What follows belongs to an exercise in optimizing a design on an open flow for small area, a short achievable clock period and few clock cycles per item; a production flow would make more cautious choices. Only simulation tests tie the RTL to the original design; equivalence was not proved. Power and IR drop assume default switching activity.

== oak ==
==> flow/design.v <==
module SHA(
	input logic PCLK_IN,
	input logic [4:0] PADDR_IN,
	input logic PRESETn_IN,
	input logic PSEL_IN,
	input logic PENABLE_IN,
	input logic PWRITE_IN,
	input logic [31:0] PWDATA_IN,
	output logic PREADY_OUT,
	output logic [31:0] PRDATA_OUT);
	localparam logic [31:0] K0 = 32'h5a827999, K1 = 32'h6ed9eba1,
	                        K2 = 32'h8f1bbcdc, K3 = 32'hca62c1d6;
	logic [31:0] M [16];    
	logic [15:0] zf;        
	logic [31:0] S [16];    
	logic [31:0] H [5];     
	logic [31:0] a, b, c, d, eKW;
	logic [6:0] p;          
	logic [15:0] oh;        
	logic [15:0] th;        
	logic sch;              
	logic [3:0] tgt;        
	logic [1:0] kn;         
	logic [31:0] F1, F0;    
	logic xrot;             
	logic yen;              
	logic ok;               
	logic busy;             
	wire rdy = !busy;
	wire rst = !PRESETn_IN;
	wire we = PSEL_IN & !PENABLE_IN & PWRITE_IN & rdy;
	wire [3:0] k = PADDR_IN[4] ? 4'd15 : PADDR_IN[3:0];
	logic [15:0] wk;        
	always_comb for (int j = 0; j < 16; j++) wk[j] = we && k == j;
	wire ld = rdy & (!ok | p[4]);     
	wire hazard = we & (ld ? (k == 4'd0) : th[k]);
	wire last = !rdy & (p == 7'd80);
	logic [31:0] f;
	always_comb for (int i = 0; i < 32; i++) f[i] = b[i] ? F1[i] : F0[i];
	wire [31:0] a5 = {a[26:0], a[31:27]};
	wire [31:0] T = a5 + f + eKW;
	wire [31:0] cn = {b[1:0], b[31:2]};
	wire [31:0] cxd = cn ^ c;
	wire [31:0] F1n = (kn == 2'd0) ? cn : (kn == 2'd2) ? (cn | c) : ~cxd;
	wire [31:0] F0n = (kn == 2'd0) ? c : (kn == 2'd2) ? (cn & c) : cxd;
	wire [31:0] kv = (kn == 2'd0) ? K0 : (kn == 2'd1) ? K1 : (kn == 2'd2) ? K2 : K3;
	wire [31:0] eKWn = d + kv + S[15];
	logic [31:0] msel;
	always_comb begin
		msel = 32'd0;
		for (int j = 0; j < 16; j++)
			if ((ld ? (j == 1) : oh[j]) && !zf[j]) msel = msel | M[j];
	end
	wire [3:0] tw = ld ? 4'd1 : tgt;   
	wire wsel = we & (ld | !sch) & (k == tw);
	wire [31:0] wrec = S[13] ^ S[8] ^ S[2] ^ S[0];
	wire [31:0] wn = wsel ? PWDATA_IN : (sch & !ld) ? {wrec[30:0], wrec[31]} : msel;
	wire [31:0] m0 = zf[0] ? 32'd0 : M[0];
	wire [31:0] X = rdy ? K0 : xrot ? {a[1:0], a[31:2]} : a;
	wire [31:0] Y = yen ? M[0] : 32'd0;
	wire [31:0] hsum = H[4] + X + Y;
	wire ring = !rdy & (p >= 7'd76);
	always_ff @(posedge PCLK_IN) begin
		for (int j = 0; j < 16; j++)
			if (wk[j]) M[j] <= PWDATA_IN;
		if (rst) zf <= 16'hffff;
		else zf <= zf & ~wk;
		for (int j = 0; j < 14; j++) S[j] <= S[j+1];
		S[14] <= ld ? m0 : S[15];
		S[15] <= wn;
		if (ld) begin
			a <= H[0]; b <= H[1]; c <= H[2]; d <= H[3]; eKW <= hsum;
			F1 <= H[2]; F0 <= H[3];
		end else begin
			a <= T; b <= a; c <= cn; d <= c; eKW <= eKWn;
			F1 <= F1n; F0 <= F0n;
		end
		if (rst || ld || last) begin
			p <= 7'd0;
			oh <= 16'h0004;
			tgt <= 4'd2;
			th <= 16'h0003;
			sch <= 1'b0;
			kn <= 2'd0;
		end else begin
			p <= p + 7'd1;
			oh <= {oh[14:0], 1'b0};
			tgt <= tgt + 4'd1;
			th <= {th[14:0], 1'b1};
			sch <= sch | oh[15];
			if (p == 7'd18) kn <= 2'd1;
			if (p == 7'd38) kn <= 2'd2;
			if (p == 7'd58) kn <= 2'd3;
		end
		xrot <= (p <= 7'd77);
		yen <= rdy_n & !zf_n0;
		if (rst) begin
			PREADY_OUT <= 1'b1;
			busy <= 1'b0;
			ok <= 1'b0;
		end else begin
			if (last || hazard) ok <= 1'b0;
			else if (ld) ok <= 1'b1;
			PREADY_OUT <= rdy_n;
			busy <= !rdy_n;
		end
		if (rst) begin
			H[0] <= 32'h67452301;
			H[1] <= 32'hefcdab89;
			H[2] <= 32'h98badcfe;
			H[3] <= 32'h10325476;
			H[4] <= 32'hc3d2e1f0;
		end else if (ring) begin
			H[0] <= hsum; H[1] <= H[0]; H[2] <= H[1]; H[3] <= H[2]; H[4] <= H[3];
		end
		case (PADDR_IN)
			5'd16: PRDATA_OUT <= H[0];
			5'd17: PRDATA_OUT <= H[1];
			5'd18: PRDATA_OUT <= H[2];
			5'd19: PRDATA_OUT <= H[3];
			5'd20: PRDATA_OUT <= H[4];
			default: PRDATA_OUT <= 32'd0;
		endcase
	end
	wire rdy_n = rst | (rdy ? !(PSEL_IN & PENABLE_IN) : last);
	wire zf_n0 = rst | (zf[0] & !wk[0]);
endmodule
Settings: LEC_CHECK=0, CAP_MARGIN=20, CORE_MARGIN=2, CORE_UTILIZATION=65, GPL_TIMING_DRIVEN=1, PLACE_DENSITY=0.75, SLEW_MARGIN=20, TNS_END_PERCENT=5; clock period 11.0 ns.
standard.sh (not shown) runs the stock make flow with config.mk's settings and CLKGATE_MAP_FILE= SYNTH_SCRIPT=/design/flow/synth_recipe.tcl, a recipe that flattens the netlist after the stock synthesis.
==> flow/flow/run.sh <==
#!/bin/bash
# The standard layout with: the standard synthesis script, its logic mapped
# by a delay-oriented ABC script; repair_timing aiming for a larger setup slack;
# a clock tree of larger sink clusters without dummy loads; buf_2 port buffers.
set -euo pipefail
here=$PWD
{ head -1 synth_recipe.tcl; sed "s|@ABC_SCRIPT@|$here/flow/delay.abc|" flow/abc_override.tcl; tail -n +2 synth_recipe.tcl; } > my_synth.tcl
bash standard.sh SYNTH_SCRIPT=$here/my_synth.tcl SETUP_SLACK_MARGIN=8.0 \
  "CTS_ARGS=-sink_clustering_enable -repair_clock_nets -dont_use_dummy_load -sink_clustering_size 24 -sink_clustering_max_diameter 100" \
  "BUFFER_PORTS_ARGS=-buffer_cell sky130_fd_sc_hd__buf_2" \
  finish > standard.log 2>&1
==> flow/flow/abc_override.tcl <==
# Map the logic with a delay-oriented ABC script (structural hashing, then a
# delay-driven cut mapping) that keeps the adders' prefix structure, instead of
# ORFS's abc_speed.script. Only the combinational mapping changes.
proc abc {args} {
  set i [lsearch -exact $args -script]
  if {$i >= 0} { set args [lreplace $args $i [expr {$i + 1}] -script @ABC_SCRIPT@] }
  yosys abc {*}$args
}
==> flow/flow/delay.abc <==
strash; map -D 1000; topo; buffer -c; upsize -c; dnsize -c
Testbench counts of oak, summed over its fixed seeds: cycles 34,095, blocks 397.
Edits applied to the flow inputs when going from oak to pine:
- PLACE_DENSITY: 0.75 -> 0.6
- CORE_UTILIZATION: 65 -> 50
--- a/flow/flow/run.sh
+++ b/flow/flow/run.sh
@@ -7,5 +7,5 @@
 { head -1 synth_recipe.tcl; sed "s|@ABC_SCRIPT@|$here/flow/delay.abc|" flow/abc_override.tcl; tail -n +2 synth_recipe.tcl; } > my_synth.tcl
 bash standard.sh SYNTH_SCRIPT=$here/my_synth.tcl SETUP_SLACK_MARGIN=8.0 \
-  "CTS_ARGS=-sink_clustering_enable -repair_clock_nets -dont_use_dummy_load -sink_clustering_size 24 -sink_clustering_max_diameter 100" \
+  "CTS_ARGS=-sink_clustering_enable -repair_clock_nets -dont_use_dummy_load -sink_clustering_size 28 -sink_clustering_max_diameter 90" \
   "BUFFER_PORTS_ARGS=-buffer_cell sky130_fd_sc_hd__buf_2" \
   finish > standard.log 2>&1
--- a/flow/flow/abc_override.tcl
+++ b/flow/flow/abc_override.tcl
@@ -1,4 +1,4 @@
 # Map the logic with a delay-oriented ABC script (structural hashing, then a
-# delay-driven cut mapping) that keeps the adders' prefix structure, instead of
+# choice computation and a delay-driven cut mapping), instead of
 # ORFS's abc_speed.script. Only the combinational mapping changes.
 proc abc {args} {
==> flow/flow/delay.abc <==
strash; dch; map -D 1500; topo; buffer -c; upsize -c; dnsize -c
- Looking only at first-pass iteration count of the detailed router, and setting everything else aside, the lower value of oak and pine goes to pine.
- Taking oak as the reference point, the part of the total power dissipated in the clock network of pine falls by 2.4 points.
- Delta(share of cells above drive strength 1, pine - oak) < 0
- Changes observed in pine relative to oak: non-clock buffer count went down by about 8%; area of the die went up by 21000 um2.
- Summary of pine over oak: per-instance average area after synthesis +about 1.7%, relative contribution of sequential cells to total power decreased by 2.0 points relative to the old numbers, switching share of total power climbed 1.1 points.
- Diff oak -> pine: clock-buffer cell count shrank by 11%, growth of design area from synthesis to finish essentially unchanged, sequential share of layout area rose 3.0 points.
Changes in birch relative to pine:
--- a/flow/flow/run.sh
+++ b/flow/flow/run.sh
@@ -7,5 +7,5 @@
 { head -1 synth_recipe.tcl; sed "s|@ABC_SCRIPT@|$here/flow/delay.abc|" flow/abc_override.tcl; tail -n +2 synth_recipe.tcl; } > my_synth.tcl
 bash standard.sh SYNTH_SCRIPT=$here/my_synth.tcl SETUP_SLACK_MARGIN=8.0 \
-  "CTS_ARGS=-sink_clustering_enable -repair_clock_nets -dont_use_dummy_load -sink_clustering_size 28 -sink_clustering_max_diameter 90" \
+  "CTS_ARGS=-sink_clustering_enable -repair_clock_nets -dont_use_dummy_load -sink_clustering_size 24 -sink_clustering_max_diameter 100" \
   "BUFFER_PORTS_ARGS=-buffer_cell sky130_fd_sc_hd__buf_2" \
   finish > standard.log 2>&1
--- a/flow/flow/abc_override.tcl
+++ b/flow/flow/abc_override.tcl
@@ -1,4 +1,4 @@
 # Map the logic with a delay-oriented ABC script (structural hashing, then a
-# choice computation and a delay-driven cut mapping), instead of
+# delay-driven cut mapping) that keeps the adders' prefix structure, instead of
 # ORFS's abc_speed.script. Only the combinational mapping changes.
 proc abc {args} {
==> flow/flow/delay.abc <==
strash; map -D 1000; topo; buffer -c; upsize -c; dnsize -c
- Looking at the reports, birch completed the entire flow and the layout it produced met the timing, DRC and antenna checks.
- Summary of birch over pine: non-clock buffer count shows an increase of 0.41%, routed wire length decreased 2.9 mm.
- birch: antenna diode instance count lower than pine
- Going from pine to birch, area share of and/or/nand/nor cells after synthesis was more or less identical, number of non-filler instances in the completed layout increased by about 6% relative to the old numbers, clock power shows an increase of about 6%, top achievable clock speed down about 0.32%, total CTS buffers now larger.
- [compare] base=pine new=birch: flip-flop and latch count barely changed; setup slack dropped 11 ps; minimum period implied by the final worst setup slack climbed 11 ps.

-- separate check: timing with driven ports --
In the flow no input, the clock included, has a driving cell. The finished layouts below were timed again as built, in two steps. Step 1 assumes that a clkbuf_16 drives the clock port and a buf_2 every other input. Step 2 times the ports against the registers' clock, not the clock port: input delays grow and output delays shrink by t, the midpoint of the rising clock arrivals with the driver on. Three values: ideal ports, drivers, drivers and shift; two values: the first two.
run	t, ns	setup slack, ns	hold WS [ns]	worst setup path at the end	worst register clock-pin slew, ns
oak	0.723	7.380 / 7.422 / 6.699	0.313 / 0.313 / 0.313	input to register	0.10 / 0.10
pine	0.734	7.520 / 7.506 / 6.804	0.302 / 0.302 / 0.302	input to register	0.12 / 0.12
birch	0.714	7.509 / 7.446 / 6.847	0.293 / 0.293 / 0.293	input to register	0.11 / 0.11
After both steps every run listed still meets setup and hold. The setup slack of pine, which loses most, moves by -0.014 ns with the drivers and by -0.716 ns with both steps.
